Context: an optimization exercise on an open-source flow, tuned for small area, a short achievable clock period and few clock cycles. The choices shown serve that exercise and are no tape-out recipe.
In this exercise RTL edits were held to simulation tests only and were not proved equivalent to the original.
No activity file was given, so power comes from the tool's default toggle rates.

== lane 3 ==
==> flow/design.v <==
module Cache
#(
  parameter SIZE = 8*4*64,
  parameter NWAYS = 4,
  parameter NSETS = 8,
  parameter BLOCK_SIZE = 64,
  parameter WIDTH = 32,
  parameter MWIDTH = 64,
  parameter INDEX_WIDTH = 3,
  parameter TAG_WIDTH = 26,
  parameter OFFSET_WIDTH = 3,
  parameter WORD1 = 3,
  parameter WORD2 = 7
)
(
  input  wire                      clk,
  input  wire                      reset_n,
  input  wire [WIDTH-1:0]          address,
  input  wire [WIDTH-1:0]          din,
  input  wire                      rden,
  input  wire                      wren,
  output wire                      hit_miss,
  output wire [WIDTH-1:0]          q,
  output wire [MWIDTH-1:0]         mdout,
  output wire [WIDTH-1:0]          mrdaddress,
  output wire                      mrden,
  output wire [WIDTH-1:0]          mwraddress,
  output wire                      mwren,
  input  wire [MWIDTH-1:0]         mq
);
  wire [2:0]  s  = address[5:3];
  wire [25:0] t  = address[31:6];
  wire        hi = address[2];
  wire [7:0]  sd = 8'd1 << s;           
  reg  [7:0]  vld0, vld1, vld2, vld3;
  reg  [7:0]  drt0, drt1, drt2, drt3;
  reg  [7:0]  o01, o02, o03, o12, o13, o23;
  reg         m1, m2;
  reg  [3:0]  way_r;                    
  reg         wb_r;                     
  reg         pw;                       
  reg         upd;                      
  reg         wr_r;                     
  reg         pw_hi;
  reg  [31:0] pw_din;
  reg         hm_r;
  reg  [31:0] q_r;
  reg         mrden_r, mwren_r;
  reg  [28:0] mra_r;                    
  reg  [25:0] mwa_r;
  reg  [63:0] mdout_r;
  wire req = (rden | wren) & ~m1 & ~m2;
  wire [7:0] sd_r = 8'd1 << mra_r[2:0];  
  wire [3:0]  hit_w;
  wire [7:0]  vldw [0:3];
  assign vldw[0] = vld0;
  assign vldw[1] = vld1;
  assign vldw[2] = vld2;
  assign vldw[3] = vld3;
  wire [31:0] wd_lo = (m2 & ~(wr_r & ~pw_hi)) ? mq[31:0]  : pw_din;
  wire [31:0] wd_hi = (m2 & ~(wr_r &  pw_hi)) ? mq[63:32] : pw_din;
  wire        we_lo = m2 | (pw & ~pw_hi);
  wire        we_hi = m2 | (pw &  pw_hi);
  wire [63:0] bsel [0:3];
  wire [32*26-1:0] tgf;
  wire [31:0] esr = {way_r[3] ? sd_r : 8'd0, way_r[2] ? sd_r : 8'd0,
                     way_r[1] ? sd_r : 8'd0, way_r[0] ? sd_r : 8'd0};
  genvar gw, gs;
  generate
    for (gw = 0; gw < 4; gw = gw + 1) begin : W
      wire [8*64-1:0] dv;
      wire [7:0]      match;
      for (gs = 0; gs < 8; gs = gs + 1) begin : S
        reg  [31:0] dlo, dhi;
        reg  [25:0] tg;
        wire        wsel = way_r[gw] & sd_r[gs];
        always @(posedge clk) begin
          if (wsel & we_lo) dlo <= wd_lo;
          if (wsel & we_hi) dhi <= wd_hi;
          if (wsel & m2)    tg  <= t;
        end
        assign tgf[(gw*8 + gs)*26 +: 26] = tg;
        assign dv[gs*64 +: 64] = {dhi, dlo};
        assign match[gs] = vldw[gw][gs] & (tg == t);
      end
      assign hit_w[gw] = |(match & sd);
      reg [63:0] bs;
      integer k;
      always @(*) begin
        bs = 64'd0;
        for (k = 0; k < 8; k = k + 1)
          bs = bs | ({64{sd[k]}} & dv[k*64 +: 64]);
      end
      assign bsel[gw] = bs;
    end
  endgenerate
  wire hit  = |hit_w;
  wire miss = req & ~hit;
  wire whit = req & wren & hit;
  reg  [3:0] vk [0:7];
  reg  [7:0] vdk;                       
  reg  [3:0] vh;
  reg        vd;
  reg        pu, f01, f02, f03, f12, f13, f23;
  integer i;
  always @(*) begin
    vh = 4'b0000;
    vd = 1'b0;
    for (i = 0; i < 8; i = i + 1) begin
      pu = upd & sd_r[i];
      f01 = (pu & (way_r[0] | way_r[1])) ? way_r[0] : o01[i];
      f02 = (pu & (way_r[0] | way_r[2])) ? way_r[0] : o02[i];
      f03 = (pu & (way_r[0] | way_r[3])) ? way_r[0] : o03[i];
      f12 = (pu & (way_r[1] | way_r[2])) ? way_r[1] : o12[i];
      f13 = (pu & (way_r[1] | way_r[3])) ? way_r[1] : o13[i];
      f23 = (pu & (way_r[2] | way_r[3])) ? way_r[2] : o23[i];
      if      (!vld0[i]) vk[i] = 4'b0001;
      else if (!vld1[i]) vk[i] = 4'b0010;
      else if (!vld2[i]) vk[i] = 4'b0100;
      else if (!vld3[i]) vk[i] = 4'b1000;
      else if (!f01 & !f02 & !f03) vk[i] = 4'b0001;
      else if ( f01 & !f12 & !f13) vk[i] = 4'b0010;
      else if ( f02 &  f12 & !f23) vk[i] = 4'b0100;
      else vk[i] = 4'b1000;
      vdk[i] = |(vk[i] & {drt3[i], drt2[i], drt1[i], drt0[i]});
      vh = vh | ({4{sd[i]}} & vk[i]);
      vd = vd | (sd[i] & vdk[i]);
    end
  end
  wire [3:0] ah = hit_w | (vh & {4{~hit}});
  wire [3:0] pfw = way_r & {4{pw & (s == mra_r[2:0]) & (hi == pw_hi)}};
  reg  [31:0] qw;
  reg  [63:0] bw;
  reg  [25:0] tw;
  integer j;
  always @(*) begin
    qw = 32'd0;
    bw = 64'd0;
    tw = 26'd0;
    for (j = 0; j < 4; j = j + 1) begin
      qw = qw | ({32{hit_w[j]}} & (pfw[j] ? pw_din :
                                   (hi ? bsel[j][63:32] : bsel[j][31:0])));
      bw = bw | ({64{way_r[j]}} & bsel[j]);
    end
    for (j = 0; j < 32; j = j + 1)
      tw = tw | ({26{esr[j]}} & tgf[j*26 +: 26]);
  end
  assign hit_miss   = hm_r;
  assign q          = q_r;
  assign mrden      = mrden_r;
  assign mrdaddress = {mra_r, 3'b000};
  assign mwren      = mwren_r;
  assign mwraddress = {mwa_r, mra_r[2:0], 3'b000};
  assign mdout      = mdout_r;
  integer k;
  always @(posedge clk or negedge reset_n) begin
    if (!reset_n) begin
      vld0 <= 8'h00; vld1 <= 8'h00; vld2 <= 8'h00; vld3 <= 8'h00;
      drt0 <= 8'h00; drt1 <= 8'h00; drt2 <= 8'h00; drt3 <= 8'h00;
      o01 <= 8'hff; o02 <= 8'hff; o03 <= 8'hff;
      o12 <= 8'hff; o13 <= 8'hff; o23 <= 8'h00;
      m1 <= 1'b0;
      m2 <= 1'b0;
      pw <= 1'b0;
      upd <= 1'b0;
      hm_r <= 1'b0;
      mrden_r <= 1'b0;
      mwren_r <= 1'b0;
    end else begin
      m1 <= miss;
      m2 <= m1;
      pw <= whit;
      upd <= req;
      mrden_r <= miss;
      mwren_r <= m1 & wb_r;
      hm_r <= (req & hit) | m2;
      for (k = 0; k < 8; k = k + 1) begin
        if (upd & sd_r[k]) begin
          if (way_r[0] | way_r[1]) o01[k] <= way_r[0];
          if (way_r[0] | way_r[2]) o02[k] <= way_r[0];
          if (way_r[0] | way_r[3]) o03[k] <= way_r[0];
          if (way_r[1] | way_r[2]) o12[k] <= way_r[1];
          if (way_r[1] | way_r[3]) o13[k] <= way_r[1];
          if (way_r[2] | way_r[3]) o23[k] <= way_r[2];
          if (m1) begin
            if (way_r[0]) vld0[k] <= 1'b1;
            if (way_r[1]) vld1[k] <= 1'b1;
            if (way_r[2]) vld2[k] <= 1'b1;
            if (way_r[3]) vld3[k] <= 1'b1;
          end
          if (m1 | pw) begin
            if (way_r[0]) drt0[k] <= wr_r;
            if (way_r[1]) drt1[k] <= wr_r;
            if (way_r[2]) drt2[k] <= wr_r;
            if (way_r[3]) drt3[k] <= wr_r;
          end
        end
      end
    end
  end
  always @(posedge clk) begin
    if (req) way_r <= ah;
    wb_r <= vd;
    wr_r <= wren;
    pw_hi   <= hi;
    pw_din  <= din;
    mra_r   <= address[31:3];
    mwa_r   <= tw;
    mdout_r <= bw;
    q_r <= m2 ? (hi ? mq[63:32] : mq[31:0]) : qw;
  end
endmodule
Settings: LEC_CHECK=0, ABC_CLOCK_PERIOD_IN_PS=3500, CAP_MARGIN=20, CORE_MARGIN=2, CORE_UTILIZATION=50, CTS_CLUSTER_DIAMETER=60, CTS_CLUSTER_SIZE=30, SETUP_SLACK_MARGIN=5, SLEW_MARGIN=20, TNS_END_PERCENT=20; clock period 8.5 ns.
standard.sh (not shown) runs the stock make flow with config.mk's settings and CLKGATE_MAP_FILE= SYNTH_SCRIPT=/design/flow/synth_recipe.tcl, a recipe that flattens the netlist after the stock synthesis.
==> flow/flow/run.sh <==
#!/bin/bash
# Layout flow: the standard layout (standard.sh: the standard synthesis and the
# ORFS flow to the final layout), with two ORFS variables set on the make command line:
#  - BUFFER_PORTS_ARGS: the buffer every input and output port gets is
#    sky130_fd_sc_hd__buf_4, not the resizer's default pick (the delay cell
#    clkdlybuf4s50_1, which adds about 0.6 ns to every output path);
#  - MATCH_CELL_FOOTPRINT=0: timing repair may resize a cell to one of another footprint.
# Synthesis, floorplan, power grid, placement, clock tree and routing are otherwise
# the standard flow's. ORFS writes each step's log under orfs/logs/; make's own output
# goes to standard_flow.log here.
set -euo pipefail
bash standard.sh MATCH_CELL_FOOTPRINT=0 "BUFFER_PORTS_ARGS=-buffer_cell sky130_fd_sc_hd__buf_4" finish > standard_flow.log 2>&1
Testbench counts of lane 3, summed over its fixed seeds: cycles 43,660.
Here is what was changed in the inputs of lane 2 compared with lane 3.
--- a/flow/design.v
+++ b/flow/design.v
@@ -56,19 +56,18 @@
   assign vldw[0] = vld0;
   assign vldw[1] = vld1;
   assign vldw[2] = vld2;
   assign vldw[3] = vld3;
-  wire [31:0] wd_lo = (m2 & ~(wr_r & ~pw_hi)) ? mq[31:0]  : pw_din;
-  wire [31:0] wd_hi = (m2 & ~(wr_r &  pw_hi)) ? mq[63:32] : pw_din;
+  wire [31:0] wd_lo = m2 ? ((wren & ~hi) ? din : mq[31:0])  : pw_din;
+  wire [31:0] wd_hi = m2 ? ((wren &  hi) ? din : mq[63:32]) : pw_din;
   wire        we_lo = m2 | (pw & ~pw_hi);
   wire        we_hi = m2 | (pw &  pw_hi);
+  wire [25:0] tsel [0:3];
   wire [63:0] bsel [0:3];
-  wire [32*26-1:0] tgf;
-  wire [31:0] esr = {way_r[3] ? sd_r : 8'd0, way_r[2] ? sd_r : 8'd0,
-                     way_r[1] ? sd_r : 8'd0, way_r[0] ? sd_r : 8'd0};
   genvar gw, gs;
   generate
     for (gw = 0; gw < 4; gw = gw + 1) begin : W
+      wire [8*26-1:0] tv;
       wire [8*64-1:0] dv;
       wire [7:0]      match;
       for (gs = 0; gs < 8; gs = gs + 1) begin : S
         reg  [31:0] dlo, dhi;
@@ -78,20 +77,25 @@
           if (wsel & we_lo) dlo <= wd_lo;
           if (wsel & we_hi) dhi <= wd_hi;
           if (wsel & m2)    tg  <= t;
         end
-        assign tgf[(gw*8 + gs)*26 +: 26] = tg;
+        assign tv[gs*26 +: 26] = tg;
         assign dv[gs*64 +: 64] = {dhi, dlo};
         assign match[gs] = vldw[gw][gs] & (tg == t);
       end
       assign hit_w[gw] = |(match & sd);
+      reg [25:0] ts;
       reg [63:0] bs;
       integer k;
       always @(*) begin
+        ts = 26'd0;
         bs = 64'd0;
-        for (k = 0; k < 8; k = k + 1)
+        for (k = 0; k < 8; k = k + 1) begin
+          ts = ts | ({26{sd[k]}} & tv[k*26 +: 26]);
           bs = bs | ({64{sd[k]}} & dv[k*64 +: 64]);
+        end
       end
+      assign tsel[gw] = ts;
       assign bsel[gw] = bs;
     end
   endgenerate
   wire hit  = |hit_w;
@@ -140,11 +144,10 @@
     for (j = 0; j < 4; j = j + 1) begin
       qw = qw | ({32{hit_w[j]}} & (pfw[j] ? pw_din :
                                    (hi ? bsel[j][63:32] : bsel[j][31:0])));
       bw = bw | ({64{way_r[j]}} & bsel[j]);
-    end
-    for (j = 0; j < 32; j = j + 1)
-      tw = tw | ({26{esr[j]}} & tgf[j*26 +: 26]);
+      tw = tw | ({26{way_r[j]}} & tsel[j]);
+    end
   end
   assign hit_miss   = hm_r;
   assign q          = q_r;
   assign mrden      = mrden_r;
[summary]
Taking lane 3 as the reference, in lane 2 maximum clock frequency went down by 0.0062 GHz, relative contribution of the clock network to total power lower, total die area has remained practically unchanged, combinational cell fraction of total power +1.3 points.
Diff lane 3 -> lane 2: standard cell area after detailed placement saw little to no change, number of antenna cells inserted saw an increase, total length of routed met2 wires saw a decrease, final wirelength saw a decrease.
Worst slack on hold paths (lower): lane 2
Lane 2 vs lane 3 — count of clock-buffer cells in the layout dropped 4.1%.
Going from lane 3 to lane 2, final total power has increased; setup slack went down 0.089 ns; buffering stage count on the worst path with inverters included lower; pin slew with the least headroom to its limit down 0.044 ns.
Testbench counts of lane 2, summed over its fixed seeds: cycles 43,660.

-- port drivers added, routing unchanged --
The results above use ideal ports. As a check the final layouts listed here were re-extracted and re-timed, cells and wires unchanged.
Step 1 (the two cells are an assumption about what drives the block):
set clk [get_ports {clk}]
set_driving_cell -lib_cell sky130_fd_sc_hd__clkbuf_16 $clk
set_driving_cell -lib_cell sky130_fd_sc_hd__buf_2 [delete_from_list [all_inputs] $clk]
Step 2 times the ports against the registers' clock, not the clock port: input delays grow and output delays shrink by t, the midpoint of the rising clock arrivals with the driver on.
Slacks: no drivers / after step 1 / after step 2; pairs: no drivers / after step 1.
| run | shift t [ns] | setup slack, ns | hold slack, ns | worst setup path at the end | worst data-port slew with drivers (ns) |
|---|---|---|---|---|---|
| lane 3 | 1.003 | 4.756 / 4.697 / 3.694 | 0.475 / 0.475 / 0.475 | input to register | 0.22 |
| lane 2 | 1.018 | 4.667 / 4.715 / 3.697 | 0.467 / 0.467 / 0.467 | input to register | 0.20 |
After both steps setup and hold are still met in every run listed. For lane 3, which loses most, drivers alone change the setup slack by -0.059 ns; drivers and shift together by -1.062 ns.
